Background: an optimization exercise with open tools, aiming at small area and a short achievable clock period. Do not read the settings as production practice. Function was checked by simulation only, so behaviour that the tests miss may differ from the original. No activity file was given, so power comes from the tool's default toggle rates.

## flow/design.v (module list and top-level ports; edited modules follow where they fit)
// module rv_shift: 26 lines
// module rv_aoi222: 3 lines
// module rv_aoi22: 3 lines
// module rv_aoi21: 3 lines
// module rv_oai21: 3 lines
// module rv_oai22: 3 lines
// module rv_nand2: 3 lines
// module rv_nand3: 3 lines
// module rv_nand4: 3 lines
// module rv_nor2: 3 lines
// module rv_nor3: 3 lines
// module rv_or3: 3 lines
// module rv_nor2b: 3 lines
// module rv_nand2b: 3 lines
// module rv_xor2: 3 lines
// module rv_xnor2: 3 lines
// module rv_inv: 3 lines
// module rv_mux2i: 3 lines
// module rv_maj3: 3 lines
// module rv_o21bai: 3 lines
// module rv_a2bb2oi: 3 lines
// module rv_taken: 10 lines
// module rv_ltsel: 10 lines
// module rv_add64: 1037 lines
// module rv_g0: 3 lines
// module rv_cmp64: 709 lines
// module rv_cmpl0: 4 lines
// module rv_pcinc: 6 lines
// module rv_rdport: 54 lines
// module rvcpu: 169 lines
module rvcpu (
  input  wire          clk,
  input  wire          rst,
  input  wire [31 : 0] inst,
  output wire [63 : 0] inst_addr,
  output wire          inst_ena,
  output wire          wb_ena,
  output wire [4 : 0]  wb_addr,
  output wire [63 : 0] wb_data
);
  // ...
==> flow/flow/run.sh <==
#!/bin/bash
# Layout flow: the standard flow (standard.sh: ORFS from synthesis to
# finish, with config.mk's settings) with two changes:
#  - timing repair aims at 5.5 ns of setup slack (SETUP_SLACK_MARGIN);
#  - at the end of global routing, post_grt.tcl recovers area: cells off the
#    critical paths get smaller drive strengths while the worst setup slack is
#    kept (downsize.tcl, with the load limits in caplimits.tcl).
# ORFS writes each step's log under orfs/logs; standard.sh's own output goes
# to standard.log here.
set -euo pipefail
export SETUP_SLACK_MARGIN=5.5
export POST_GLOBAL_ROUTE_TCL="$PWD/flow/post_grt.tcl"
bash standard.sh > standard.log 2>&1
==> flow/flow/caplimits.tcl <==
# max_capacitance (pF) of the output pin of the cells downsize.tcl may use,
# from sky130_fd_sc_hd__tt_025C_1v80.lib
array set ::ds_maxcap {
 a2111o_1 0.1758
 a2111o_2 0.3241
 a2111o_4 0.5356
 a2111oi_0 0.02107
 a2111oi_1 0.03114
 a2111oi_2 0.05677
 a2111oi_4 0.1053
 a211o_1 0.1767
 a211o_2 0.325
 a211o_4 0.5594
 a211oi_1 0.04762
 a211oi_2 0.08882
 a211oi_4 0.1419
 a21bo_1 0.1831
 a21bo_2 0.2884
 a21bo_4 0.4752
 a21boi_0 0.04853
 a21boi_1 0.076
 a21boi_2 0.1291
 a21boi_4 0.2152
 a21o_1 0.1776
 a21o_2 0.3095
 a21o_4 0.5686
 a21oi_1 0.07417
 a21oi_2 0.1282
 a21oi_4 0.2216
 a221o_1 0.1584
 a221o_2 0.2994
 a221o_4 0.5374
 a221oi_1 0.05494
 a221oi_2 0.09614
 a221oi_4 0.1666
 a222oi_1 0.06593
 a22o_1 0.1593
 a22o_2 0.3012
 a22o_4 0.5566
 a22oi_1 0.08882
 a22oi_2 0.1703
 a22oi_4 0.2939
 a2bb2o_1 0.1584
 a2bb2o_2 0.3003
 a2bb2o_4 0.5026
 a2bb2oi_1 0.06959
 a2bb2oi_2 0.13
 a2bb2oi_4 0.2261
 a311o_1 0.1428
 a311o_2 0.2985
 a311o_4 0.4532
 a311oi_1 0.04396
 a311oi_2 0.08424
 a311oi_4 0.1337
 a31o_1 0.1602
 a31o_2 0.2719
 a31o_4 0.499
 a31oi_1 0.06593
 a31oi_2 0.1181
 a31oi_4 0.2115
 a32o_1 0.1511
 a32o_2 0.2646
 a32o_4 0.5365
 a32oi_1 0.08515
 a32oi_2 0.1557
 a32oi_4 0.2518
 a41o_1 0.1657
 a41o_2 0.325
 a41o_4 0.5603
 a41oi_1 0.06593
 a41oi_2 0.1245
 a41oi_4 0.1941
 and2_0 0.109
 and2_1 0.1584
 and2_2 0.303
 and2_4 0.5393
 and2b_1 0.1694
 and2b_2 0.3104
 and2b_4 0.4688
 and3_1 0.1575
 and3_2 0.3095
 and3_4 0.5328
 and3b_1 0.1575
 and3b_2 0.3095
 and3b_4 0.4605
 and4_1 0.1611
 and4_2 0.3003
 and4_4 0.5319
 and4b_1 0.1557
 and4b_2 0.2976
 and4b_4 0.4633
 and4bb_1 0.1566
 and4bb_2 0.2701
 and4bb_4 0.4614
 buf_1 0.13
 buf_12 5
 buf_16 5
 buf_2 0.3159
 buf_4 0.5612
 buf_6 0.7855
 buf_8 5
 bufbuf_16 1.494
 bufbuf_8 0.9412
 bufinv_16 1.51
 bufinv_8 0.9421
 clkdlybuf4s15_1 0.1602
 clkdlybuf4s15_2 0.2802
 clkdlybuf4s18_1 0.1602
 clkdlybuf4s18_2 0.2976
 clkdlybuf4s25_1 0.152
 clkdlybuf4s25_2 0.2985
 clkdlybuf4s50_1 0.1566
 clkdlybuf4s50_2 0.293
 fa_1 0.1557
 fa_2 0.2884
 fa_4 0.5191
 fah_1 0.1611
 fahcin_1 0.07142
 fahcon_1 0.06867
 ha_1 0.1575
 ha_2 0.2957
 ha_4 0.5237
 inv_1 0.1813
 inv_12 1.417
 inv_16 1.682
 inv_2 0.3314
 inv_4 0.5631
 inv_6 0.7828
 inv_8 1.035
 maj3_1 0.1557
 maj3_2 0.3049
 maj3_4 0.5347
 mux2_1 0.173
 mux2_2 0.2976
 mux2_4 0.5365
 mux2_8 0.9311
 mux2i_1 0.06867
 mux2i_2 0.108
 mux2i_4 0.1904
 mux4_1 0.1611
 mux4_2 0.3012
 mux4_4 0.5484
 nand2_1 0.1666
 nand2_2 0.2957
 nand2_4 0.5301
 nand2_8 0.9338
 nand2b_1 0.1502
 nand2b_2 0.2857
 nand2b_4 0.5219
 nand3_1 0.1465
 nand3_2 0.26
 nand3_4 0.4697
 nand3b_1 0.1437
 nand3b_2 0.2637
 nand3b_4 0.4797
 nand4_1 0.1245
 nand4_2 0.2005
 nand4_4 0.358
 nand4b_1 0.1245
 nand4b_2 0.2005
 nand4b_4 0.3644
 nand4bb_1 0.1236
 nand4bb_2 0.2005
 nand4bb_4 0.3562
 nor2_1 0.08607
 nor2_2 0.1419
 nor2_4 0.2518
 nor2_8 0.4331
 nor2b_1 0.08241
 nor2b_2 0.1428
 nor2b_4 0.2545
 nor3_1 0.05219
 nor3_2 0.09248
 nor3_4 0.1538
 nor3b_1 0.04945
 nor3b_2 0.09339
 nor3b_4 0.1465
 nor4_1 0.03663
 nor4_2 0.0641
 nor4_4 0.1126
 nor4b_1 0.03388
 nor4b_2 0.06501
 nor4b_4 0.1135
 nor4bb_1 0.03663
 nor4bb_2 0.06044
 nor4bb_4 0.1117
 o2111a_1 0.1611
 o2111a_2 0.2994
 o2111a_4 0.5512
 o2111ai_1 0.07142
 o2111ai_2 0.1291
 o2111ai_4 0.2152
 o211a_1 0.1831
 o211a_2 0.2683
 o211a_4 0.509
 o211ai_1 0.07417
 o211ai_2 0.1337
 o211ai_4 0.2152
 o21a_1 0.163
 o21a_2 0.2948
 o21a_4 0.51
 o21ai_0 0.05036
 o21ai_1 0.08058
 o21ai_2 0.1392
 o21ai_4 0.2243
 o21ba_1 0.1566
 o21ba_2 0.2646
 o21ba_4 0.4523
 o21bai_1 0.07783
 o21bai_2 0.1401
 o21bai_4 0.2454
 o221a_1 0.1529
 o221a_2 0.2811
 o221a_4 0.488
 o221ai_1 0.07051
 o221ai_2 0.1282
 o221ai_4 0.2161
 o22a_1 0.1621
 o22a_2 0.3049
 o22a_4 0.5301
 o22ai_1 0.07325
 o22ai_2 0.1373
 o22ai_4 0.217
 o2bb2a_1 0.1566
 o2bb2a_2 0.2948
 o2bb2a_4 0.4971
 o2bb2ai_1 0.076
 o2bb2ai_2 0.1346
 o2bb2ai_4 0.2463
 o311a_1 0.1557
 o311a_2 0.2939
 o311a_4 0.5393
 o311ai_0 0.02931
 o311ai_1 0.04579
 o311ai_2 0.08241
 o311ai_4 0.1428
 o31a_1 0.1492
 o31a_2 0.2857
 o31a_4 0.5447
 o31ai_1 0.04762
 o31ai_2 0.08058
 o31ai_4 0.1447
 o32a_1 0.1502
 o32a_2 0.3003
 o32a_4 0.5566
 o32ai_1 0.0467
 o32ai_2 0.08882
 o32ai_4 0.1538
 o41a_1 0.1474
 o41a_2 0.3058
 o41a_4 0.5447
 o41ai_1 0.03388
 o41ai_2 0.06227
 o41ai_4 0.109
 or2_0 0.1007
 or2_1 0.1648
 or2_2 0.2994
 or2_4 0.5145
 or2b_1 0.1694
 or2b_2 0.3122
 or2b_4 0.5155
 or3_1 0.1676
 or3_2 0.3104
 or3_4 0.5319
 or3b_1 0.1676
 or3b_2 0.2692
 or3b_4 0.4697
 or4_1 0.1676
 or4_2 0.3104
 or4_4 0.5347
 or4b_1 0.1676
 or4b_2 0.2655
 or4b_4 0.5338
 or4bb_1 0.1676
 or4bb_2 0.3122
 or4bb_4 0.5328
 sdlclkp_1 0.1547
 sdlclkp_2 0.3012
 sdlclkp_4 0.5328
 sedfxbp_1 0.1685
 sedfxbp_2 0.3012
 sedfxtp_1 0.1712
 sedfxtp_2 0.3159
 sedfxtp_4 0.5603
 xnor2_1 0.06959
 xnor2_2 0.1218
 xnor2_4 0.2115
 xnor3_1 0.1547
 xnor3_2 0.3012
 xnor3_4 0.5548
 xor2_1 0.07691
 xor2_2 0.13
 xor2_4 0.2197
 xor3_1 0.1511
 xor3_2 0.2857
 xor3_4 0.5063
}
==> flow/flow/downsize.tcl <==
proc ds_log {msg} { puts "DOWNSIZE: $msg" }
source [file join [file dirname [info script]] caplimits.tcl]
array set ::ds_fam {}
set ds_dont_use {}
if {[info exists ::env(DONT_USE_CELLS)]} { set ds_dont_use $::env(DONT_USE_CELLS) }
foreach lc [get_lib_cells */*] {
  set n [get_name $lc]
  if {[lsearch -exact $ds_dont_use $n] >= 0} continue
  if {![regexp {^(sky130_fd_sc_hd__[a-z0-9]+)_([0-9]+)$} $n -> fam sz]} continue
  if {[regexp {^sky130_fd_sc_hd__(df|edf|sdf|dl|clk|tap|fill|decap|conb|probe|lpflow|dly|ebuf|einv)} $fam]} continue
  lappend ::ds_fam($fam) [list [get_property $lc area] $n]
}
foreach f [array names ::ds_fam] { set ::ds_fam($f) [lsort -real -index 0 -unique $::ds_fam($f)] }
# the port buffers the flow inserts (clkdlybuf4s*) may become plain buffers
foreach lc [get_lib_cells */sky130_fd_sc_hd__clkdlybuf4s*] {
  if {[regexp {^(sky130_fd_sc_hd__clkdlybuf4s[0-9]+)_([0-9]+)$} [get_name $lc] -> fam sz]} {
    set ::ds_fam($fam) $::ds_fam(sky130_fd_sc_hd__buf)
  }
}
set ::ds_margin 0.3
if {[info exists ::env(DS_MARGIN)]} { set ::ds_margin $::env(DS_MARGIN) }
set ::ds_scene [sta::cmd_scene]
set ::ds_guard 0.15
if {[info exists ::env(DS_GUARD)]} { set ::ds_guard $::env(DS_GUARD) }

proc ds_est {} { estimate_parasitics -global_routing }
proc ds_viol {} { return [expr {[sta::max_slew_violation_count] + [sta::max_capacitance_violation_count]}] }
# does instance name (now of master ref) keep the margin to its limits?
proc ds_ok_limits {name ref} {
  global ds_maxcap ds_margin ds_scene
  set key [string range $ref 17 end]
  if {![info exists ds_maxcap($key)]} { return 0 }
  foreach p [get_pins -of_objects [get_cells $name] -filter "direction == output"] {
    set n [get_nets -quiet -of_objects $p]
    if {$n eq ""} continue
    set cap [expr {[$n capacitance $ds_scene max] * 1e12}]
    if {$cap > (1.0 - $ds_margin) * $ds_maxcap($key)} { return 0 }
    foreach q [get_pins -of_objects $n] {
      set sl [get_property $q slew_max]
      if {$sl ne "" && $sl > (1.0 - $ds_margin) * 1.5} { return 0 }
    }
  }
  return 1
}
# worst setup slack at the outputs of instance name
proc ds_slack {name} {
  set s 1e9
  foreach p [get_pins -of_objects [get_cells $name] -filter "direction == output"] {
    set ps [get_property $p slack_max]
    if {$ps ne "" && $ps < $s} { set s $ps }
  }
  return $s
}
# changes: list of {name old new}
proc ds_apply {changes} { foreach c $changes { replace_cell [lindex $c 0] [lindex $c 2] } }
proc ds_revert {changes} { foreach c $changes { replace_cell [lindex $c 0] [lindex $c 1] } }
proc ds_judge {changes} {
  global ds_floor ds_v0
  ds_apply $changes
  ds_est
  set ok [expr {[worst_slack -max] >= $ds_floor && [ds_viol] <= $ds_v0}]
  if {$ok} {
    foreach c $changes {
      if {![ds_ok_limits [lindex $c 0] [lindex $c 2]] || [ds_slack [lindex $c 0]] < $ds_floor + $::ds_guard} { set ok 0; break }
    }
  }
  if {!$ok} { ds_revert $changes; ds_est }
  return $ok
}
proc ds_try {changes} {
  global ds_accepted ds_tests
  if {[llength $changes] == 0} return
  incr ds_tests
  if {[ds_judge $changes]} { lappend ds_accepted {*}$changes; return }
  if {[llength $changes] == 1} return
  set h [expr {[llength $changes] / 2}]
  ds_try [lrange $changes 0 [expr {$h - 1}]]
  ds_try [lrange $changes $h end]
}

ds_est
set wns0 [worst_slack -max]
set ::ds_floor $wns0
set ::ds_v0 [ds_viol]
ds_log "start wns $wns0 slew/cap violations $::ds_v0"
set t0 [clock milliseconds]
set ::ds_accepted {}
set ::ds_tests 0
# two rounds: first to the smallest size, then to the next smaller size
foreach round {0 1} {
  set cands {}
  foreach c [get_cells *] {
    set ref [get_property $c ref_name]
    if {![regexp {^(sky130_fd_sc_hd__[a-z0-9]+)_([0-9]+)$} $ref -> fam sz]} continue
    if {![info exists ::ds_fam($fam)]} continue
    set a [get_property [get_lib_cells */$ref] area]
    set smaller {}
    foreach o $::ds_fam($fam) { if {[lindex $o 0] < $a} { lappend smaller [lindex $o 1] } }
    if {[llength $smaller] == 0} continue
    set dbi [[ord::get_db_block] findInst [get_full_name $c]]
    if {$dbi eq "NULL"} continue
    set onclk 0
    foreach it [$dbi getITerms] {
      set nt [$it getNet]
      if {$nt ne "NULL" && [$nt getSigType] eq "CLOCK"} { set onclk 1 }
    }
    if {$onclk} continue
    set s 1e9
    foreach p [get_pins -of_objects $c -filter "direction == output"] {
      set ps [get_property $p slack_max]
      if {$ps ne "" && $ps < $s} { set s $ps }
    }
    if {$s < $::ds_floor + $::ds_guard + 0.02} continue
    # sizes whose load limit keeps the margin (the load does not depend on the size)
    set capok {}
    set cap 0.0
    foreach p [get_pins -of_objects $c -filter "direction == output"] {
      set n [get_nets -quiet -of_objects $p]
      if {$n ne ""} { set cap [expr {max($cap, [$n capacitance $::ds_scene max] * 1e12)}] }
    }
    foreach o $smaller {
      set key [string range $o 17 end]
      if {[info exists ::ds_maxcap($key)] && $cap <= (1.0 - $::ds_margin) * $::ds_maxcap($key)} { lappend capok $o }
    }
    if {[llength $capok] == 0} continue
    set new [expr {$round == 0 ? [lindex $capok 0] : [lindex $capok end]}]
    lappend cands [list $s [get_full_name $c] $ref $new]
  }
  set cands [lsort -real -decreasing -index 0 $cands]
  # quick look at each change alone (the parasitics of the nets it touches are
  # then only estimated, so this only sorts out hopeless changes)
  set changes {}
  foreach cd $cands {
    lassign $cd s name ref new
    replace_cell $name $new
    set good [expr {[worst_slack -max] >= $::ds_floor && [ds_viol] <= $::ds_v0 && [ds_ok_limits $name $new] && [ds_slack $name] >= $::ds_floor + $::ds_guard}]
    replace_cell $name $ref
    if {$good} { lappend changes [list $name $ref $new] }
  }
  ds_est
  ds_log "round $round: [llength $changes] candidates"
  set B 256
  for {set i 0} {$i < [llength $changes]} {incr i $B} {
    ds_try [lrange $changes $i [expr {$i + $B - 1}]]
  }
  ds_log "round $round: [llength $::ds_accepted] changes kept after $::ds_tests tests, [expr {([clock milliseconds]-$t0)/1000}] s"
}
set saved 0.0
foreach c $::ds_accepted {
  set saved [expr {$saved + [get_property [get_lib_cells */[lindex $c 1]] area] - [get_property [get_lib_cells */[lindex $c 2]] area]}]
}
ds_est
ds_log "changed [llength $::ds_accepted] cells, saved [format %.1f $saved] um2; wns [worst_slack -max]"
==> flow/flow/post_grt.tcl <==
# after global routing and its timing repair: recover area, reroute the
# changed nets and rewrite the route guides
log_cmd global_route -start_incremental
source [file join [file dirname [info script]] downsize.tcl]
log_cmd global_route -end_incremental
log_cmd estimate_parasitics -global_routing
report_worst_slack -max
report_check_types -max_slew -max_capacitance -violators
write_guides $::env(RESULTS_DIR)/route.guide
==> flow/standard.sh <==
#!/bin/bash
# synth_recipe.tcl (not shown) runs the flow's synth.tcl, then flattens the netlist and writes it again
# the make line also repeats each setting of config.mk as NAME=value (left out here)
make -C /OpenROAD-flow-scripts/flow DESIGN_CONFIG=/design/flow/config.mk WORK_HOME=/design/flow/orfs CLKGATE_MAP_FILE= SYNTH_SCRIPT=/design/flow/synth_recipe.tcl "${@:-finish}"
==> flow/config.mk <==
export PLATFORM = sky130hd
export DESIGN_NAME = rvcpu
export DESIGN_NICKNAME = rvcpu
export VERILOG_FILES = /design/flow/design.v
export SDC_FILE = /design/flow/constraint.sdc
export NUM_CORES = 8
export LEC_CHECK = 0
export CAP_MARGIN = 35
export CORE_MARGIN = 2
export CORE_UTILIZATION = 55
export CTS_CLUSTER_DIAMETER = 80
export CTS_CLUSTER_SIZE = 20
export SLEW_MARGIN = 35
export SYNTH_HIERARCHICAL = 1
==> flow/constraint.sdc <==
create_clock -name core_clock -period 12.0 [get_ports {clk}]
set_input_delay 2.4000 -clock core_clock [delete_from_list [all_inputs] [get_ports {clk}]]
set_output_delay 2.4000 -clock core_clock [all_outputs]
set_load 0.01 [all_outputs]
==> key figures, run 1 <==
Run status
  • Outcome: no timing/DRC/antenna violations

Critical path
  • Setup crit end kind: flop
  • CP Launch Point: inst[24]
  • R2R Setup Slk: 6.79 ns
  • Critical Path Source Type: primary input
  • Worst path slowest cell: nand4_1
  • CP most frequent cell: o21ai_2

Placed design
  • Port bufs: 166
  • Setup WS pre-CTS: 1.90 ns

Final layout
  • Post-route cell area: about 120000 um^2
  • Fill cell count: between 10k and 15k
  • Multi-In Gates: 4846
  • Multi-input logic area: 40600 um^2
  • Nets: between 8k and 9k
  • FF+latch area: 62900 um^2
  • NonClk Buf Share: under 10%
  • Biggest register: gr.r
  • Proportion of layout cells with a drive suffix above 1: 20.6%

Floorplanning
  • Die area: 189000 um^2
  • Number of tapcells: 2464
  • Initial Util: 55.5%
  • Core Region: between 150000 and 200000 um^2

Min path
  • Tightest Hold Check Type: flop to flop

Routing
  • Drt via density: 7.78
  • Iteration count of the initial detailed-routing pass: 14
  • DR top layer: met5
  • WL met3: 76800 um
  • Routed vias: 84.7k
  • Wire length on met1: 150000 um

Power and ir drop
  • Switch share: roughly a third
  • Pint: around 13 mW
  • Maximum vdd ir drop: 0.146 mV
  • Reg power frac: 51.5%
  • PD cells: 165 nW/um^2
  • Leakage power: 41.5 nW

STA
  • Max-slew violations: 0
  • Fin. Hold Viols: 0

Run
  • Max cap viols: 0

Clock network
  • CTS buffer count: around 140
  • Cts hold-fix bufs: 0

Global route
  • Pin count of the biggest net entering global routing: 93
  • Antenna violations before repair: 7
==> run 2: changes to the inputs <==
==> flow/flow/run.sh (replaced) <==
#!/bin/bash
# Layout flow: the standard flow (standard.sh: ORFS from synthesis to
# finish, with config.mk's settings) with two changes:
#  - timing repair aims at 5.75 ns of setup slack (SETUP_SLACK_MARGIN);
#  - at the end of global routing, post_grt.tcl recovers area: cells off the
#    critical paths get smaller drive strengths while the worst setup slack is
#    kept (downsize.tcl, with the load limits in caplimits.tcl).
# ORFS writes each step's log under orfs/logs; standard.sh's own output goes
# to standard.log here.
set -euo pipefail
export SETUP_SLACK_MARGIN=5.75
export POST_GLOBAL_ROUTE_TCL="$PWD/flow/post_grt.tcl"
bash standard.sh > standard.log 2>&1
==> run 2 against run 1 <==
  * Worst setup slack worse by 0.027 ns
  * Sequential power hardly changed
  * Worst hold slack improved by 0.031 ns
  * Sequential share of layout area grew 0.27 points
  * First-iteration DRC count fell by 3.4%
  * Register-to-register slack better by 0.12 ns
  * Flip-flop and latch count did not move
  * Design area fell by 0.50%
  * Count of clock-buffer cells in the layout is 5 higher
  * Combinational power up 1%
  * Utilization shrank 0.33 points
  * Maximum frequency shrank 0.40%
  * Largest power group unchanged
==> key figures, run 2 <==
STA
  • Final Skew: 0.0412 ns
  • Fin. Hold Viols: 0 (unchanged)
  • Min Hold Slack: 0.601 ns
  • Setup_tns: 0 ns
  • Max-slew headroom: 27.7%
  • Final worst slack: 5.26 ns
  • Worst-Margin Slew: 1.09 ns
  • Fmax: 148 MHz
  • Max-slew violations: 0 (unchanged)
  • Tcrit/Tclk final: 56.1%
  • Period minus WS final: approximately 6.7 ns
  • # setup viols final: 0

Final layout
  • Commonest cells after routing, fill and taps aside: edfxtp_1, a222oi_1, nand2_1
  • Nets: 8328 (-0.63%)
  • P&R area growth vs syn: 16.9%
  • Top flop regs: gr.r (1984), pc (64), wb_data_q (64)
  • Most common cell after layout, fill and taps aside: edfxtp_1
  • Proportion of layout cells with a drive suffix above 1: 19.4% (-1.1 points)
  • Non-filler cells, final: 10.8k
  • Max reg flops: around 2k
  • Biggest register: gr.r

Min path
  • Worst hold start: pc[1]
  • Tightest Hold Check Type: flop to flop

Critical path
  • CP Buf/Inv Count: 7
  • CP Launch Point: inst[18]
  • Crit path kind: primary input to flop
  • CP max FO: 11
  • Delay-heaviest family, CP: multiplexers
  • CP most frequent cell: mux2i_1
  • Setup crit end kind: flop
  • Reg2reg start: pend[21]
  • Worst path slowest cell: a22oi_2
  • Critical Path AT: 7.43 ns
  • CP Cell Sequence: buf_16 -> clkinvlp_4 -> nand3_4 -> buf_12 -> nor2_4 -> buf_12 -> buf_1 -> a222oi_1 -> nand4_1 -> nor3_1 -> buf_2 -> buf_4 -> mux2i_1 -> mux2i_1 -> mux2i_1 -> mux2i_1 -> mux2i_1 -> mux2i_1 -> mux2i_1 -> a22oi_2 -> nand3_1
  • Worst Path Required: 12.69 ns
  • Crit-path max cell delay: 0.56 ns
  • Critical Path Source Type: primary input

Floorplanning
  • Die Span X: 434 um
  • Initial Util: 55.5% (unchanged)
  • Die Height: 434 um
  • Rows: 157
  • Die area: 189000 um^2 (unchanged)
  • Ports: 169
  • Core Region: 183000 um^2 (unchanged)

Routing
  • Routed vias: 84.4k (-0.40%)
  • DRC Markers: 0
  • Initial DRC Count: 19.0k
  • Antenna viol nets, final: 0
  • Final wirelength: 446000 um
  • WL/cell: 41.2 um
  • Iteration count of the initial detailed-routing pass: 14 (unchanged)
  • Drt via density: 7.78 (about the same)

Run
  • Max cap viols: 0 (unchanged)

Placed design
  • Post-DP HPWL: ~270000 um
  • Placed cell count: 10.0k
  • Setup WS pre-CTS: 2.08 ns (+0.179 ns)
  • Port bufs: 166 (unchanged)
  • Routability cong.: 1.08

Synthesis
  • Synthesized netlist cell count: approximately 7.2k
  • Syn_area_per_cell: 14.2 um^2
  • Syn_nets: 7211
  • Netlist Area Pre-Place: 102000 um^2
  • Synth warnings: 8

Clock network
  • CTS buffer count: 137 (unchanged)
  • Cts hold-fix bufs: 0 (unchanged)
  • Max Buffers Root-to-Sink: 3
  • Worst-Skew Late Latency: 0.85 ns
  • CTS tree: done
  • CTS root buf: clkbuf_16
  • Worst-path clk slew: approximately 0.080 ns
  • Sink Count: roughly 2.1k
  • H-tree levels: 4
  • Post-CTS Setup Repair Bufs: 456
  • Post_cts resized: 773

Global route
  • Antenna violations before repair: 7 (unchanged)
  • Vias in the first global route: 77.9k
  • Gr usage total: 45.3%
  • Total grt overflow: 0
  • Pin count of the biggest net entering global routing: 65 (-30%)
  • First-pass GRT wire length: 594000 um

Power and ir drop
  • Maximum vdd ir drop: 0.140 mV (-3.9%)
  • PD cells: 166 nW/um^2 (+0.67%)
  • Leakage power: 41.0 nW (-1.3%)

Run status
  • Outcome: no timing/DRC/antenna violations
[run 2: report_power, final]
group	internal [mW]	switching (mW)	total, mW
clock	2.24	2.66	4.90
combinational	1.53	3.17	4.70
sequential	9.48	0.680	10.2
[run 2: layout make-up]
cell class | count | area, um^2
Inverter | 127 | 534
Fill cell | 14400 | 64500
Timing Repair Buffer | 1027 | 7750
Tap cell | 2464 | 3080
Sequential cell | 2149 | 62900
Clock inverter | 35 | 504
Antenna cell | 7 | 17.5
Multi-Input combinational cell | 4851 | 40600
Clock buffer | 178 | 3660
[run 2: worst reg2reg max path, stage by stage (launching register included)]
cell      delay, ns
dfxtp_1        0.38
inv_1          0.07
nand3_2        0.12
nor2_4         0.08
buf_12         0.16
buf_1          0.15
a222oi_1       0.37
nand4_1        0.54
nor3_1         0.38
buf_2          0.28
buf_4          0.23
mux2i_1        0.12
mux2i_1        0.24
mux2i_1        0.18
mux2i_1        0.37
mux2i_1        0.15
mux2i_1        0.24
mux2i_1        0.16
a22oi_2        0.56
nand3_1        0.16
[run 2: routing by layer]
layer | part of all wire (%) | track usage (%)
met5 | 0.010 | 0.807
met4 | 6.8 | 25.1
met3 | 18 | 18.8
met2 | 42 | 65.0
met1 | 33 | 58.0
[run 2: per-stage QoR]
step	util, %	cell area [um^2]	power, mW
final	64.9	119000	19.8
after CTS	66.6	122000	19.6
after detailed placement	60.1	110000	14.1
after global placement	59.7	110000	14.0
after floorplan	-	103000	12.2
[run 2: final timing paths]
| kind | endpoint | cells past startpoint | slack, ns |
|---|---|---|---|
| worst max-delay path | wb_data_q[6] | 21 | 5.26 |
| worst min-delay path | pc[1] | 4 | 0.60 |
| worst max register to register | wb_data_q[6] | 19 | 6.91 |
| worst min register to register | pc[1] | 4 | 0.60 |
==> run 3: changes to the inputs <==
--- a/flow/flow/run.sh
+++ b/flow/flow/run.sh
@@ -5,9 +5,10 @@
 #  - at the end of global routing, post_grt.tcl recovers area: cells off the
 #    critical paths get smaller drive strengths while the worst setup slack is
-#    kept (downsize.tcl, with the load limits in caplimits.tcl).
+#    kept (downsize.tcl, changed cells keeping 0.1 ns of slack above the worst, with the load limits in caplimits.tcl).
 # ORFS writes each step's log under orfs/logs; standard.sh's own output goes
 # to standard.log here.
 set -euo pipefail
 export SETUP_SLACK_MARGIN=5.75
+export DS_GUARD=0.1
 export POST_GLOBAL_ROUTE_TCL="$PWD/flow/post_grt.tcl"
 bash standard.sh > standard.log 2>&1
==> run 3 against run 2 <==
  * Die area unchanged
  * Worst hold slack better by 0.0016 ns
  * Critical path depth unchanged
  * Critical endpoint is now wb_data_q[17]
  * Final cell count about the same
  * Utilization down 0.60 points
  * Critical path type unchanged
  * Global-route usage unchanged
  * Synthesized area unchanged
  * Flip-flop and latch count unchanged
==> key figures, run 3 <==
Final layout
  • Post-route cell area: 118000 um^2 (-0.93%)
  • P&R area growth vs syn: 15.8%
  • FF+latch area: 62900 um^2 (unchanged)
  • Proportion of layout cells with a drive suffix above 1: 17.6% (-1.8 points)
  • Biggest register: gr.r
  • Most common cell after layout, fill and taps aside: edfxtp_1
  • Top flop regs: gr.r (1984), pc (64), wb_data_q (64)
  • Fill cell count: 14.6k (+1.5%)
  • Max reg flops: 1984 (unchanged)
  • Nets: 8328 (unchanged)
  • Fin util: 64.3% (-0.60 points)
  • Multi-input logic area: 39800 um^2 (-1.9%)
  • Commonest cells after routing, fill and taps aside: edfxtp_1, a222oi_1, nand2_1

STA
  • Max-slew violations: 0 (unchanged)
  • Tcrit/Tclk final: 57.3% (+1.2 points)
  • Period minus WS final: 6.88 ns (+0.143 ns)
  • Fmax: 145 MHz (-2.1%)
  • # setup viols final: 0 (unchanged)
  • Setup_tns: 0 ns (unchanged)
  • Fin. Hold Viols: 0 (unchanged)
  • Worst-Margin Slew: 1.09 ns (+0.00854 ns)
  • Max-slew headroom: 27.1% (-0.57 points)
  • Final Skew: 0.0414 ns (+0.000188 ns)

Synthesis
  • Netlist Area Pre-Place: 102000 um^2 (unchanged)
  • Synth warnings: 8 (unchanged)
  • Syn_area_per_cell: 14.2 um^2 (unchanged)
  • Synthesized netlist cell count: 7176 (unchanged)
  • Syn_nets: 7211 (unchanged)

Placed design
  • Routability cong.: 1.08 (unchanged)
  • Post-DP HPWL: 271000 um (unchanged)
  • Port bufs: 166 (unchanged)
  • Placed instance area: 110000 um^2 (unchanged)

Routing
  • Antenna viol nets, final: 0 (unchanged)
  • Drt via density: 7.79 (about the same)
  • Final wirelength: 447000 um (about the same)
  • Iteration count of the initial detailed-routing pass: 12 (-2)
  • Initial DRC Count: 19.4k (+2.4%)
  • Routed vias: 84.5k (+0.11%)
  • WL/cell: 41.2 um (about the same)
  • DRC Markers: 0 (unchanged)

Clock network
  • Worst-path clk slew: 0.08 ns (about the same)
  • Worst-Skew Late Latency: 0.85 ns (about the same)
  • Sink Count: 2149 (unchanged)
  • Max Buffers Root-to-Sink: 3 (unchanged)
  • Post-CTS Setup Repair Bufs: 456 (unchanged)
  • CTS root buf: clkbuf_16
  • Cts hold-fix bufs: 0 (unchanged)
  • CTS tree: done
  • Post_cts resized: 773 (unchanged)
  • CTS buffer count: 137 (unchanged)
  • H-tree levels: 4 (unchanged)

Power and ir drop
  • Maximum vdd ir drop: 0.140 mV (-0.11%)
  • Leakage power: 40.6 nW (-0.94%)
  • PD cells: 167 nW/um^2 (+0.32%)

Critical path
  • Setup crit end kind: flop
  • Critical Path Source Type: primary input
  • Crit path kind: primary input to flop
  • CP Cell Sequence: buf_16 -> clkinvlp_4 -> nand3_4 -> buf_12 -> nor2_2 -> buf_8 -> buf_1 -> a222oi_1 -> nand4_1 -> nor3_1 -> buf_4 -> buf_2 -> mux2i_1 -> mux2i_1 -> mux2i_1 -> mux2i_1 -> mux2i_1 -> mux2i_1 -> mux2i_1 -> a22oi_1 -> nand3_1
  • CP max FO: 11 (unchanged)
  • Worst path slowest cell: a22oi_1
  • Critical Path AT: 7.54 ns (+0.11 ns)
  • Crit-path max cell delay: 0.61 ns (+0.05 ns)
  • CP most frequent cell: mux2i_1
  • Worst Path Required: 12.66 ns (-0.03 ns)

Floorplanning
  • Rows: 157 (unchanged)
  • Core Region: 183000 um^2 (unchanged)
  • Initial Util: 55.5% (unchanged)
  • Die Span X: 434 um (unchanged)
  • Die area: 189000 um^2 (unchanged)
  • Die Height: 434 um (unchanged)
  • Ports: 169 (unchanged)

Global route
  • First-pass GRT wire length: 594000 um (unchanged)
  • Vias in the first global route: 77.9k (unchanged)
  • Pin count of the biggest net entering global routing: 65 (unchanged)
  • Gr usage total: 45.3% (unchanged)
  • Total grt overflow: 0 (unchanged)
  • Antenna violations before repair: 7 (unchanged)

Min path
  • Tightest Hold Check Type: flop to flop

Run
  • Max cap viols: 0 (unchanged)

Run status
  • Outcome: no timing/DRC/antenna violations
==> run 3: cell count changes in the layout (fill, tap and decap cells not counted), sizes merged <==
cell | before | now
diode | 7 | 8
==> run 3: worst paths after layout <==
kind                               start             to  slack [ns]  cells after the start
worst min-delay path               pc[1]          pc[1]        0.60                      4
worst max-delay path            inst[18]  wb_data_q[17]        5.12                     21
worst max register to register  pend[23]  wb_data_q[17]        6.75                     21
worst min register to register     pc[1]          pc[1]        0.60                      4
==> run 3: report_power, final <==
part	switching [mW]	internal (mW)	leakage, nW
logic	3.13	1.47	16.8
clock network	2.66	2.24	2.01
registers	0.677	9.48	21.8
total	6.46	13.2	40.6
==> run 3: final cells by class <==
class	instances	share of cell area, %
Inverter	127	0.453
Sequential cell	2149	53.3
Tap cell	2464	2.62
Timing Repair Buffer	1027	6.29
Clock inverter	35	0.428
Multi-Input combinational cell	4851	33.8
Clock buffer	178	3.10
Antenna cell	8	0.0170
==> run 3: worst max-delay path: cells and delay by family <==
family                 cells  cell delay, ns
buffers and inverters      7            1.28
multiplexers               7            1.44
AO/OA/AOI/OAI              2            0.99
AND/OR/NAND/NOR            5            1.36
==> run 3: stage by stage <==
step	power (mW)	hold WS (ns)	instances	worst slack, ns
4_1_cts	19.6	0.601	10700	5.73
3_3_place_gp	14.0	0.570	10000	2.02
2_1_floorplan	12.2	0.682	7176	4.35
3_5_place_dp	14.1	0.586	10000	2.08
6_report	19.7	0.603	10800	5.12
==> run 3: layer usage <==
| layer | up-vias | GRT usage, % | share of wire [%] |
|---|---|---|---|
| met4 | 14 | 25.1 | 6.7 |
| met3 | 1192 | 18.8 | 17 |
| met5 | - | 0.807 | 0.10 |
| met2 | 7438 | 65.0 | 42 |
| li1 | 33600 | - | - |
| met1 | 42200 | 58.0 | 33 |
==> run 4: changes to the inputs <==
--- a/flow/flow/run.sh
+++ b/flow/flow/run.sh
@@ -2,5 +2,5 @@
 # Layout flow: the standard flow (standard.sh: ORFS from synthesis to
 # finish, with config.mk's settings) with two changes:
-#  - timing repair aims at 5.75 ns of setup slack (SETUP_SLACK_MARGIN);
+#  - timing repair aims at 5.5 ns of setup slack (SETUP_SLACK_MARGIN);
 #  - at the end of global routing, post_grt.tcl recovers area: cells off the
 #    critical paths get smaller drive strengths while the worst setup slack is
@@ -9,5 +9,5 @@
 # to standard.log here.
 set -euo pipefail
-export SETUP_SLACK_MARGIN=5.75
+export SETUP_SLACK_MARGIN=5.5
 export DS_GUARD=0.1
 export POST_GLOBAL_ROUTE_TCL="$PWD/flow/post_grt.tcl"
==> run 4 against run 3 <==
  * Combinational power fell by 1%
  * Critical endpoint is now pc[33]
  * Via count up 0.29%
  * Synthesized area unchanged
  * Still clean on timing, DRC and antenna
  * Largest power group unchanged
  * Critical path depth rose by 8
==> key figures, run 4 <==
Run status
  • Outcome: no timing/DRC/antenna violations

Critical path
  • Crit-path max cell delay: 0.74 ns (+0.13 ns)
  • Critical Path Source Type: primary input
  • Worst path slowest cell: nand4_1
  • Setup crit end kind: flop
  • Crit path kind: primary input to flop
  • Critical Path AT: 7.46 ns (-0.08 ns)
  • CP max FO: 20 (+9)
  • CP most frequent cell: buf_6
  • Worst Path Required: 12.71 ns (+0.05 ns)

Clock network
  • Worst-Skew Late Latency: 0.83 ns (-0.02 ns)
  • CTS tree: done
  • H-tree levels: 4 (unchanged)
  • Post_cts resized: 444 (-43%)
  • Sink Count: 2149 (unchanged)
  • Max Buffers Root-to-Sink: 3 (unchanged)
  • CTS buffer count: 137 (unchanged)
  • Worst-path clk slew: 0.08 ns (about the same)
  • CTS root buf: clkbuf_16
  • Post-CTS Setup Repair Bufs: 442 (-3.1%)
  • Cts hold-fix bufs: 0 (unchanged)

Synthesis
  • Syn_nets: 7211 (unchanged)
  • Syn_area_per_cell: 14.2 um^2 (unchanged)
  • Synth warnings: 8 (unchanged)
  • Synthesized netlist cell count: 7176 (unchanged)
  • Netlist Area Pre-Place: 102000 um^2 (unchanged)

Routing
  • Drt via density: 7.78 (-0.14%)
  • Final wirelength: 444000 um (-0.67%)
  • Iteration count of the initial detailed-routing pass: 14 (+2)
  • DRC Markers: 0 (unchanged)
  • WL/cell: 40.8 um (-1.1%)
  • Routed vias: 84.7k (+0.29%)
  • Antenna viol nets, final: 0 (unchanged)
  • Initial DRC Count: 20.0k (+3.1%)

Global route
  • Gr usage total: 45.1% (-0.25 points)
  • Total grt overflow: 0 (unchanged)
  • First-pass GRT wire length: 593000 um (-0.16%)
  • Pin count of the biggest net entering global routing: 93 (+43%)
  • Vias in the first global route: 77.7k (-0.20%)
  • Antenna violations before repair: 7 (unchanged)

Final layout
  • Top flop regs: gr.r (1984), pc (64), wb_data_q (64)
  • Non-filler cells, final: 10.9k (+0.42%)
  • Commonest cells after routing, fill and taps aside: edfxtp_1, a222oi_1, nand2_1
  • Most common cell after layout, fill and taps aside: edfxtp_1
  • Biggest register: gr.r
  • P&R area growth vs syn: 16.4%
  • Nets: 8381 (+0.64%)
  • Proportion of layout cells with a drive suffix above 1: 18.9% (+1.3 points)
  • Fill cell count: 14.3k (-2.3%)
  • Max reg flops: 1984 (unchanged)

Floorplanning
  • Ports: 169 (unchanged)
  • Die Span X: 434 um (unchanged)
  • Initial Util: 55.5% (unchanged)
  • Die Height: 434 um (unchanged)
  • Core Region: 183000 um^2 (unchanged)
  • Rows: 157 (unchanged)
  • Die area: 189000 um^2 (unchanged)

STA
  • Min Hold Slack: 0.571 ns (-0.0314 ns)
  • Max-slew violations: 0 (unchanged)
  • Final Skew: 0.0418 ns (+0.000418 ns)
  • Fin. Hold Viols: 0 (unchanged)
  • Tcrit/Tclk final: 56.3% (-1.1 points)
  • Fmax: 148 MHz (+1.9%)
  • Period minus WS final: 6.75 ns (-0.127 ns)
  • Worst-Margin Slew: 1.09 ns (-0.00844 ns)
  • Max-slew headroom: 27.6% (+0.56 points)
  • # setup viols final: 0 (unchanged)
  • Setup_tns: 0 ns (unchanged)

Power and ir drop
  • Leakage power: 41.1 nW (+1.1%)
  • Maximum vdd ir drop: 0.146 mV (+4.1%)
  • Final Total Pwr: 19.6 mW (-0.11%)
  • PD cells: 166 nW/um^2 (-0.61%)

Run
  • Max cap viols: 0 (unchanged)

Placed design
  • Routability cong.: 1.04 (-3.8%)
  • Post-DP HPWL: 283000 um (+4.4%)
  • Port bufs: 166 (unchanged)
  • Placed cell count: 10.1k (+0.41%)

Min path
  • Tightest Hold Check Type: flop to flop
==> run 4: cell count changes in the layout (fill, tap and decap cells not counted), moves of 20 or more <==
cell     delta
buf_2      +48
mux2i_1    +22
a21oi_2    +20
nor3_1     -20
buf_1      -35
nor3_4     +27
buf_4      +57
==> run 4: report_power, final <==
part | switching, mW | total, mW | internal [mW]
logic | 3.09 | 4.53 | 1.45
registers | 0.685 | 10.2 | 9.48
clock network | 2.67 | 4.92 | 2.25
==> run 4: worst max-delay path, delay by kind of cell <==
| family | cells | cell delay [ns] |
|---|---|---|
| AO/OA/AOI/OAI | 9 | 1.36 |
| buffers and inverters | 12 | 1.80 |
| AND/OR/NAND/NOR | 8 | 1.80 |
==> run 4: area by class of cell <==
cell class	instances	area, um^2	share of cell area [%]
Sequential cell	2149	62900	53.1
Multi-Input combinational cell	4846	40000	33.7
Timing Repair Buffer	1084	7790	6.57
Clock buffer	173	3640	3.07
Tap cell	2464	3080	2.60
Inverter	127	543	0.458
Clock inverter	35	542	0.457
Antenna cell	6	15.0	0.0127
Timing Repair inverter	1	5.00	0.00422
==> run 4: per-stage QoR <==
step	setup slack [ns]	utilization (%)	instance area, um^2
3_5_place_dp	1.90	60.2	111000
3_3_place_gp	1.69	59.9	110000
2_1_floorplan	4.35	-	102000
6_report	5.25	64.6	118000
4_1_cts	5.50	65.8	121000
==> run 4: final timing paths <==
check | startpoint | end | slack [ns] | cells past startpoint
worst min register to register | pc[1] | pc[1] | 0.57 | 4
worst min-delay path | pc[1] | pc[1] | 0.57 | 4
worst max-delay path | inst[16] | pc[33] | 5.25 | 29
worst max register to register | pend[15] | pc[33] | 6.78 | 26
==> run 4: routing by layer <==
| metal | up-vias | track usage (%) | part of all wire, % |
|---|---|---|---|
| met5 | - | 0.390 | 0.055 |
| met4 | 6 | 23.8 | 6.8 |
| met3 | 1258 | 17.5 | 17 |
| met2 | 7729 | 65.1 | 42 |
| met1 | 42000 | 58.7 | 34 |
| li1 | 33700 | - | - |
==> run 5: changes to the inputs <==
==> flow/flow/run.sh (replaced) <==
#!/bin/bash
# Layout flow: the standard flow (standard.sh: ORFS from synthesis to
# finish, with config.mk's settings) with two changes:
#  - timing repair aims at 5.5 ns of setup slack (SETUP_SLACK_MARGIN);
#  - at the end of global routing, post_grt.tcl recovers area: cells off the
#    critical paths get smaller drive strengths while the worst setup slack is
#    kept (downsize.tcl, with the load limits in caplimits.tcl).
# ORFS writes each step's log under orfs/logs; standard.sh's own output goes
# to standard.log here.
set -euo pipefail
export SETUP_SLACK_MARGIN=5.5
export POST_GLOBAL_ROUTE_TCL="$PWD/flow/post_grt.tcl"
bash standard.sh > standard.log 2>&1
--- a/flow/config.mk
+++ b/flow/config.mk
@@ -6,9 +6,9 @@
 export NUM_CORES = 8
 export LEC_CHECK = 0
-export CAP_MARGIN = 35
+export CAP_MARGIN = 25
 export CORE_MARGIN = 2
 export CORE_UTILIZATION = 55
 export CTS_CLUSTER_DIAMETER = 80
 export CTS_CLUSTER_SIZE = 20
-export SLEW_MARGIN = 35
+export SLEW_MARGIN = 25
 export SYNTH_HIERARCHICAL = 1
==> run 5 against run 4 <==
  * Register-to-register slack about the same
  * Still clean
  * Power about the same
  * Sequential power about the same
  * Final cell count down 0.30%
  * Largest power group unchanged
  * Maximum frequency up 0.37%
  * Design area up 0.32%
  * Clock skew up 0.036 ns
==> key figures, run 5 <==
Final layout
  • Top flop regs: gr.r (1984), pc (64), wb_data_q (64)
  • FF+latch area: 62900 um^2 (unchanged)
  • Nets: 8341 (-0.48%)
  • Fin util: 64.8% (+0.21 points)
  • Max reg flops: 1984 (unchanged)
  • P&R area growth vs syn: 16.7%
  • Proportion of layout cells with a drive suffix above 1: 20.2% (+1.3 points)
  • Most common cell after layout, fill and taps aside: edfxtp_1
  • Biggest register: gr.r
  • Fill cell count: 14.2k (-0.39%)
  • Commonest cells after routing, fill and taps aside: edfxtp_1, a222oi_1, mux2i_1
  • Multi-input logic area: 40400 um^2 (+1.1%)

Power and ir drop
  • Leakage power: 41.2 nW (+0.41%)
  • Maximum vdd ir drop: 0.149 mV (+2.1%)
  • Final Total Pwr: 19.6 mW (about the same)
  • PD cells: 165 nW/um^2 (-0.30%)

Clock network
  • Cts hold-fix bufs: 0 (unchanged)
  • Post_cts resized: 491 (+11%)
  • Post-CTS Setup Repair Bufs: 388 (-12%)
  • Worst-Skew Late Latency: 0.86 ns (+0.03 ns)
  • CTS buffer count: 137 (unchanged)
  • Sink Count: 2149 (unchanged)
  • Max Buffers Root-to-Sink: 3 (unchanged)
  • CTS root buf: clkbuf_16
  • CTS tree: done
  • H-tree levels: 4 (unchanged)
  • Worst-path clk slew: 0.08 ns (about the same)

Routing
  • Initial DRC Count: 20.1k (+0.41%)
  • DRC Markers: 0 (unchanged)
  • Drt via density: 7.80 (+0.26%)
  • Routed vias: 84.7k (-0.040%)
  • Final wirelength: 449000 um (+1.2%)
  • WL/cell: 41.4 um (+1.5%)
  • Iteration count of the initial detailed-routing pass: 15 (+1)
  • Antenna viol nets, final: 0 (unchanged)

Floorplanning
  • Die Span X: 434 um (unchanged)
  • Die Height: 434 um (unchanged)
  • Ports: 169 (unchanged)
  • Core Region: 183000 um^2 (unchanged)
  • Rows: 157 (unchanged)
  • Initial Util: 55.5% (unchanged)
  • Die area: 189000 um^2 (unchanged)

Critical path
  • Critical Path Source Type: primary input
  • Critical Path AT: 7.46 ns (about the same)
  • Crit path kind: primary input to flop
  • CP Launch Point: inst[21]
  • Worst Path Required: 12.73 ns (+0.02 ns)
  • Setup crit end kind: flop
  • CP max FO: 10 (-50%)
  • Reg2reg start: pend[24]

Synthesis
  • Netlist Area Pre-Place: 102000 um^2 (unchanged)
  • Syn_nets: 7211 (unchanged)
  • Synthesized netlist cell count: 7176 (unchanged)
  • Synth warnings: 8 (unchanged)
  • Syn_area_per_cell: 14.2 um^2 (unchanged)

STA
  • Fmax: 149 MHz (+0.37%)
  • Fin. Hold Viols: 0 (unchanged)
  • Max-slew headroom: 22.4% (-5.3 points)
  • Final Skew: 0.0779 ns (+0.0361 ns)
  • Setup_tns: 0 ns (unchanged)
  • Tcrit/Tclk final: 56.1% (-0.21 points)
  • # setup viols final: 0 (unchanged)
  • Worst-Margin Slew: 1.16 ns (+0.0791 ns)
  • Max-slew violations: 0 (unchanged)
  • Period minus WS final: 6.73 ns (-0.0248 ns)

Global route
  • First-pass GRT wire length: 595000 um (+0.45%)
  • Pin count of the biggest net entering global routing: 93 (unchanged)
  • Total grt overflow: 0 (unchanged)
  • Antenna violations before repair: 7 (unchanged)
  • Vias in the first global route: 77.7k (-0.089%)
  • Gr usage total: 45.3% (+0.27 points)

Min path
  • Worst hold start: pc[1]
  • Tightest Hold Check Type: flop to flop

Placed design
  • Post-DP HPWL: 282000 um (-0.34%)
  • Routability cong.: 1.04 (unchanged)
  • Port bufs: 166 (unchanged)

Run
  • Max cap viols: 0 (unchanged)

Run status
  • Outcome: no timing/DRC/antenna violations
## run 5: cell count changes in the layout (fill, tap and decap cells not counted), moves of 9 or more
| cell | before | now |
|---|---|---|
| nand2_1 | 473 | 439 |
| buf_1 | 393 | 324 |
| buf_8 | 50 | 40 |
| nor2b_1 | 83 | 73 |
| nor2_4 | 100 | 134 |
| nand2_2 | 32 | 65 |
| buf_6 | 61 | 72 |
| buf_4 | 294 | 327 |
| nor2b_2 | 9 | 18 |
| nor2_1 | 210 | 185 |
| nor3_1 | 84 | 74 |
| buf_2 | 206 | 185 |
## run 5: worst max-delay path, cell delays in order
cell,delay (ns)
buf_4,0.16
clkinvlp_4,0.11
buf_12,0.16
nand3_4,0.12
buf_6,0.16
nor2_4,0.12
a222oi_1,0.45
nand4_1,0.76
nor3_4,0.46
buf_4,0.17
nor2b_2,0.04
nor2_1,0.20
nand2_1,0.16
nor2_4,0.15
nand2_1,0.08
inv_2,0.11
nand2_4,0.11
o21ai_2,0.20
o211ai_1,0.12
buf_4,0.17
a21oi_4,0.27
buf_12,0.19
nand2_8,0.14
clkbuf_16,0.22
nand2_1,0.07
nand2_1,0.06
## run 5: final cells by class
cell class | count | share of cell area [%]
Multi-Input combinational cell | 4857 | 34.0
Tap cell | 2464 | 2.59
Timing Repair inverter | 1 | 0.00421
Antenna cell | 12 | 0.0253
Clock inverter | 34 | 0.437
Sequential cell | 2149 | 52.9
Clock buffer | 175 | 3.05
Timing Repair Buffer | 1033 | 6.52
Inverter | 127 | 0.458
## run 5: worst paths after layout
path                            cells after the start  slack (ns)  endpoint
worst max-delay path                               26        5.27    pc[48]
worst min-delay path                                4        0.59     pc[1]
worst min register to register                      4        0.59     pc[1]
worst max register to register                     24        6.79    pc[48]
## run 5: stage by stage
stage                     cell area (um^2)  hold WS (ns)  worst slack [ns]  std cells
after floorplan                     102000         0.682              4.35       7176
after global placement              110000         0.548              1.69      10000
after detailed placement            110000         0.568              1.62      10000
final                               119000         0.590              5.27      10900
after CTS                           120000         0.584              5.49      10700
## run 5: per-layer routing
layer | share of wire, % | vias up | global-route usage (%)
li1 | - | 33700 | -
met1 | 34 | 42100 | 58.9
met2 | 42 | 7504 | 65.0
met3 | 17 | 1287 | 18.0
met4 | 7.1 | 6 | 24.8
met5 | 0.059 | - | 0
## run 5: power breakdown
group,internal (mW),leakage [nW],switching (mW)
Clock,2.22,2.00,2.67
Combinational,1.46,17.5,3.12
Sequential,9.48,21.8,0.684
Total,13.2,41.2,6.47
==> run 6: changes to the inputs <==
--- a/flow/flow/run.sh
+++ b/flow/flow/run.sh
@@ -5,9 +5,10 @@
 #  - at the end of global routing, post_grt.tcl recovers area: cells off the
 #    critical paths get smaller drive strengths while the worst setup slack is
-#    kept (downsize.tcl, with the load limits in caplimits.tcl).
+#    kept (downsize.tcl, changed cells keeping 0.05 ns of slack above the worst, with the load limits in caplimits.tcl).
 # ORFS writes each step's log under orfs/logs; standard.sh's own output goes
 # to standard.log here.
 set -euo pipefail
 export SETUP_SLACK_MARGIN=5.5
+export DS_GUARD=0.05
 export POST_GLOBAL_ROUTE_TCL="$PWD/flow/post_grt.tcl"
 bash standard.sh > standard.log 2>&1
--- a/flow/config.mk
+++ b/flow/config.mk
@@ -6,9 +6,9 @@
 export NUM_CORES = 8
 export LEC_CHECK = 0
-export CAP_MARGIN = 25
+export CAP_MARGIN = 35
 export CORE_MARGIN = 2
 export CORE_UTILIZATION = 55
 export CTS_CLUSTER_DIAMETER = 80
 export CTS_CLUSTER_SIZE = 20
-export SLEW_MARGIN = 25
+export SLEW_MARGIN = 35
 export SYNTH_HIERARCHICAL = 1
==> run 6 against run 5 <==
  * Still clean on timing, DRC and antenna
  * Synthesized area is the same
  * Power shrank 0.66%
  * Sequential power is essentially flat
  * Clock skew shrank 0.041 ns
  * Flip-flop and latch count is the same
  * Worst hold slack lost 0.019 ns
  * Design area shrank 1.5%
  * Largest power group unchanged
==> key figures, run 6 <==
Run status
  • Outcome: no timing/DRC/antenna violations

Final layout
  • Nets: 8381 (+0.48%)
  • Biggest register: gr.r
  • Max reg flops: 1984 (unchanged)
  • Top flop regs: gr.r (1984), pc (64), wb_data_q (64)
  • Most common cell after layout, fill and taps aside: edfxtp_1
  • Multi-input logic area: 39000 um^2 (-3.5%)
  • Non-filler cells, final: 10.9k (+0.32%)
  • Commonest cells after routing, fill and taps aside: edfxtp_1, a222oi_1, nand2_1
  • Proportion of layout cells with a drive suffix above 1: 16.7% (-3.4 points)
  • Fin util: 63.8% (-0.98 points)
  • Fill cell count: 14.5k (+2.3%)
  • FF+latch area: 62900 um^2 (unchanged)
  • P&R area growth vs syn: 15.0%

Critical path
  • CP most frequent cell: mux2i_1
  • Worst r2r dst: wb_data_q[43]
  • R2R Setup Slk: 6.74 ns (-0.05 ns)
  • Delay-heaviest family, CP: simple AND/OR/NAND/NOR gates
  • Setup crit end kind: flop
  • Reg2reg start: pend[15]
  • Reg2reg path depth: 19 (-21%)
  • CP Cell Sequence: buf_8 -> inv_2 -> nand3_4 -> buf_8 -> nor2_2 -> buf_8 -> buf_1 -> a222oi_1 -> nand4_1 -> nor3_2 -> buf_4 -> mux2i_1 -> mux2i_1 -> mux2i_1 -> mux2i_1 -> buf_4 -> mux2i_1 -> mux2i_1 -> mux2i_1 -> a22oi_2 -> nand3_1
  • Worst path slowest cell: nor3_2
  • CP Buf/Inv Count: 7 (-2)
  • CP max FO: 10 (unchanged)
  • Worst Path Required: 12.66 ns (-0.07 ns)
  • Crit path kind: primary input to flop
  • Crit-path max cell delay: 0.61 ns (-0.15 ns)
  • Critical Path Source Type: primary input
  • Critical Path AT: 7.45 ns (about the same)

STA
  • # setup viols final: 0 (unchanged)
  • Worst-Margin Slew: 1.10 ns (-0.0604 ns)
  • Fmax: 147 MHz (-0.98%)
  • Tcrit/Tclk final: 56.6% (+0.55 points)
  • Max-slew headroom: 26.3% (+3.9 points)
  • Final Skew: 0.0373 ns (-0.0405 ns)
  • Period minus WS final: 6.79 ns (+0.0665 ns)
  • Fin. Hold Viols: 0 (unchanged)
  • Setup_tns: 0 ns (unchanged)
  • Max-slew violations: 0 (unchanged)

Power and ir drop
  • Switch share: 32.8% (-0.18 points)
  • Sw Pwr: 6.39 mW (-1.2%)
  • Clock network power share: 25.2% (+0.3 points)
  • Reg power frac: 52.2% (+0.4 points)
  • Maximum vdd ir drop: 0.145 mV (-2.3%)
  • Leakage power: 40.5 nW (-1.7%)
  • Pint: 13.1 mW (-0.39%)
  • PD cells: 167 nW/um^2 (+0.87%)
  • Logic gate share of total power: 22.6% (-0.7 points)

Routing
  • Routed vias: 84.8k (+0.11%)
  • WL/cell: 40.8 um (-1.5%)
  • Iteration count of the initial detailed-routing pass: 15 (unchanged)
  • Initial DRC Count: 19.7k (-2.1%)
  • DRC Markers: 0 (unchanged)
  • Drt via density: 7.78 (-0.21%)
  • Final wirelength: 444000 um (-1.1%)
  • Antenna viol nets, final: 0 (unchanged)

Clock network
  • Post_cts resized: 444 (-9.6%)
  • Worst-Skew Late Latency: 0.82 ns (-0.04 ns)
  • Worst-path clk slew: 0.08 ns (about the same)
  • CTS root buf: clkbuf_16
  • Max Buffers Root-to-Sink: 3 (unchanged)
  • Sink Count: 2149 (unchanged)
  • CTS buffer count: 137 (unchanged)
  • Post-CTS Setup Repair Bufs: 442 (+14%)
  • Cts hold-fix bufs: 0 (unchanged)
  • CTS tree: done
  • H-tree levels: 4 (unchanged)

Synthesis
  • Syn_nets: 7211 (unchanged)
  • Syn_area_per_cell: 14.2 um^2 (unchanged)
  • Netlist Area Pre-Place: 102000 um^2 (unchanged)
  • Synthesized netlist cell count: 7176 (unchanged)
  • Synth warnings: 8 (unchanged)

Global route
  • First-pass GRT wire length: 593000 um (-0.44%)
  • Total grt overflow: 0 (unchanged)
  • Gr busiest metal: met2
  • Antenna violations before repair: 7 (unchanged)
  • Pin count of the biggest net entering global routing: 93 (unchanged)
  • Met3 Track Usage GR: 17.5% (-0.44 points)
  • Gr usage total: 45.1% (-0.27 points)
  • GR Util met2: 65.1% (+0.065 points)
  • Vias in the first global route: 77.7k (+0.089%)
  • Met1 usage: 58.7% (-0.20 points)

Min path
  • WHS Path Cells: 4 (unchanged)
  • Worst hold start: pc[1]
  • Tightest Hold Check Type: flop to flop
  • Worst Hold Endpoint: pc[1]

Floorplanning
  • Die Span X: 434 um (unchanged)
  • Initial Util: 55.5% (unchanged)
  • Ports: 169 (unchanged)
  • Rows: 157 (unchanged)
  • Die area: 189000 um^2 (unchanged)
  • Die Height: 434 um (unchanged)
  • Core Region: 183000 um^2 (unchanged)

Placed design
  • Routability cong.: 1.04 (unchanged)
  • Placed cell count: 10.1k (+0.080%)
  • Post-DP HPWL: 283000 um (+0.34%)
  • Port bufs: 166 (unchanged)

Run
  • Max cap viols: 0 (unchanged)
==> run 6: worst max-delay path by stage <==
stage / startpoint / end / slack (ns) / depth (start not counted)
2_1_floorplan: inst[5] / wb_data_q[0] / 4.35 / 7
3_3_place_gp: inst[23] / pc[57] / 1.69 / 22
3_5_place_dp: inst[23] / wb_data_q[57] / 1.90 / 22
4_1_cts: inst[24] / wb_data_q[43] / 5.50 / 24
6_report: inst[19] / wb_data_q[43] / 5.21 / 21
==> run 6: routing by layer <==
layer	share of wire (%)	wire length, um
met5	0.026	115
met4	6.9	30500
met3	17	76700
met2	42	186000
met1	34	150000
==> run 6: layout make-up <==
class / instances / share of cell area, %
Timing Repair Buffer: 1084 / 6.28
Clock inverter: 35 / 0.463
Antenna cell: 8 / 0.0171
Sequential cell: 2149 / 53.7
Timing Repair inverter: 1 / 0.00428
Inverter: 127 / 0.453
Multi-Input combinational cell: 4846 / 33.3
Clock buffer: 173 / 3.11
Tap cell: 2464 / 2.63
==> run 6: power by group through the flow <==
stage	clock, mW	sequential, mW	combinational, mW
after CTS	4.90	10.1	4.41
after global placement	0	10.2	3.74
after detailed placement	0	10.3	3.84
after floorplan	0	10.1	2.15
final	4.92	10.2	4.41
==> run 6: worst min-delay path: stages (launching register included) <==
cell,delay [ns]
dfxtp_1,0.33
nand2_1,0.06
a21oi_1,0.05
nand2_1,0.05
nand2_1,0.04
==> run 6: metrics by stage <==
stage          power, mW  worst slack, ns  hold slack, ns  instance area [um^2]
2_1_floorplan       12.2             4.35           0.682                102000
3_3_place_gp        14.0             1.69           0.548                110000
3_5_place_dp        14.1             1.90           0.565                111000
6_report            19.5             5.21           0.571                117000
4_1_cts             19.4             5.50           0.577                121000

-- static timing again, ports no longer ideal --
No port has a modelled driver above. Below, the same layouts with a new extraction and two added sets of constraints. Step 1 assumes that a clkbuf_16 drives the clock port and a buf_2 every other input. Step 2 moves the port delays by t, midway between the first and last clock arrival at a register: inputs arrive t later, outputs are due t later. That takes back most of the time a late clock gives input paths. a / b / c = no drivers / after step 1 / after step 2; a / b = the first two.
run	t, ns	setup WS [ns]	worst register clock-pin slew, ns	worst data-port slew with drivers (ns)	pins driven straight from the clock port
run 1	0.892	5.291 / 5.279 / 4.387	0.09 / 0.09	0.15	1
run 2	0.912	5.265 / 5.259 / 4.347	0.09 / 0.09	0.13	1
run 3	0.913	5.121 / 5.116 / 4.204	0.09 / 0.09	0.13	1
run 4	0.895	5.249 / 5.194 / 4.299	0.09 / 0.09	0.14	1
run 5	0.904	5.273 / 5.248 / 4.344	0.09 / 0.09	0.17	1
run 6	0.892	5.207 / 5.215 / 4.323	0.09 / 0.09	0.15	1
After both steps every run listed still meets setup and hold. For run 4, which loses most, drivers alone change the setup slack by -0.055 ns; drivers and shift together by -0.950 ns.
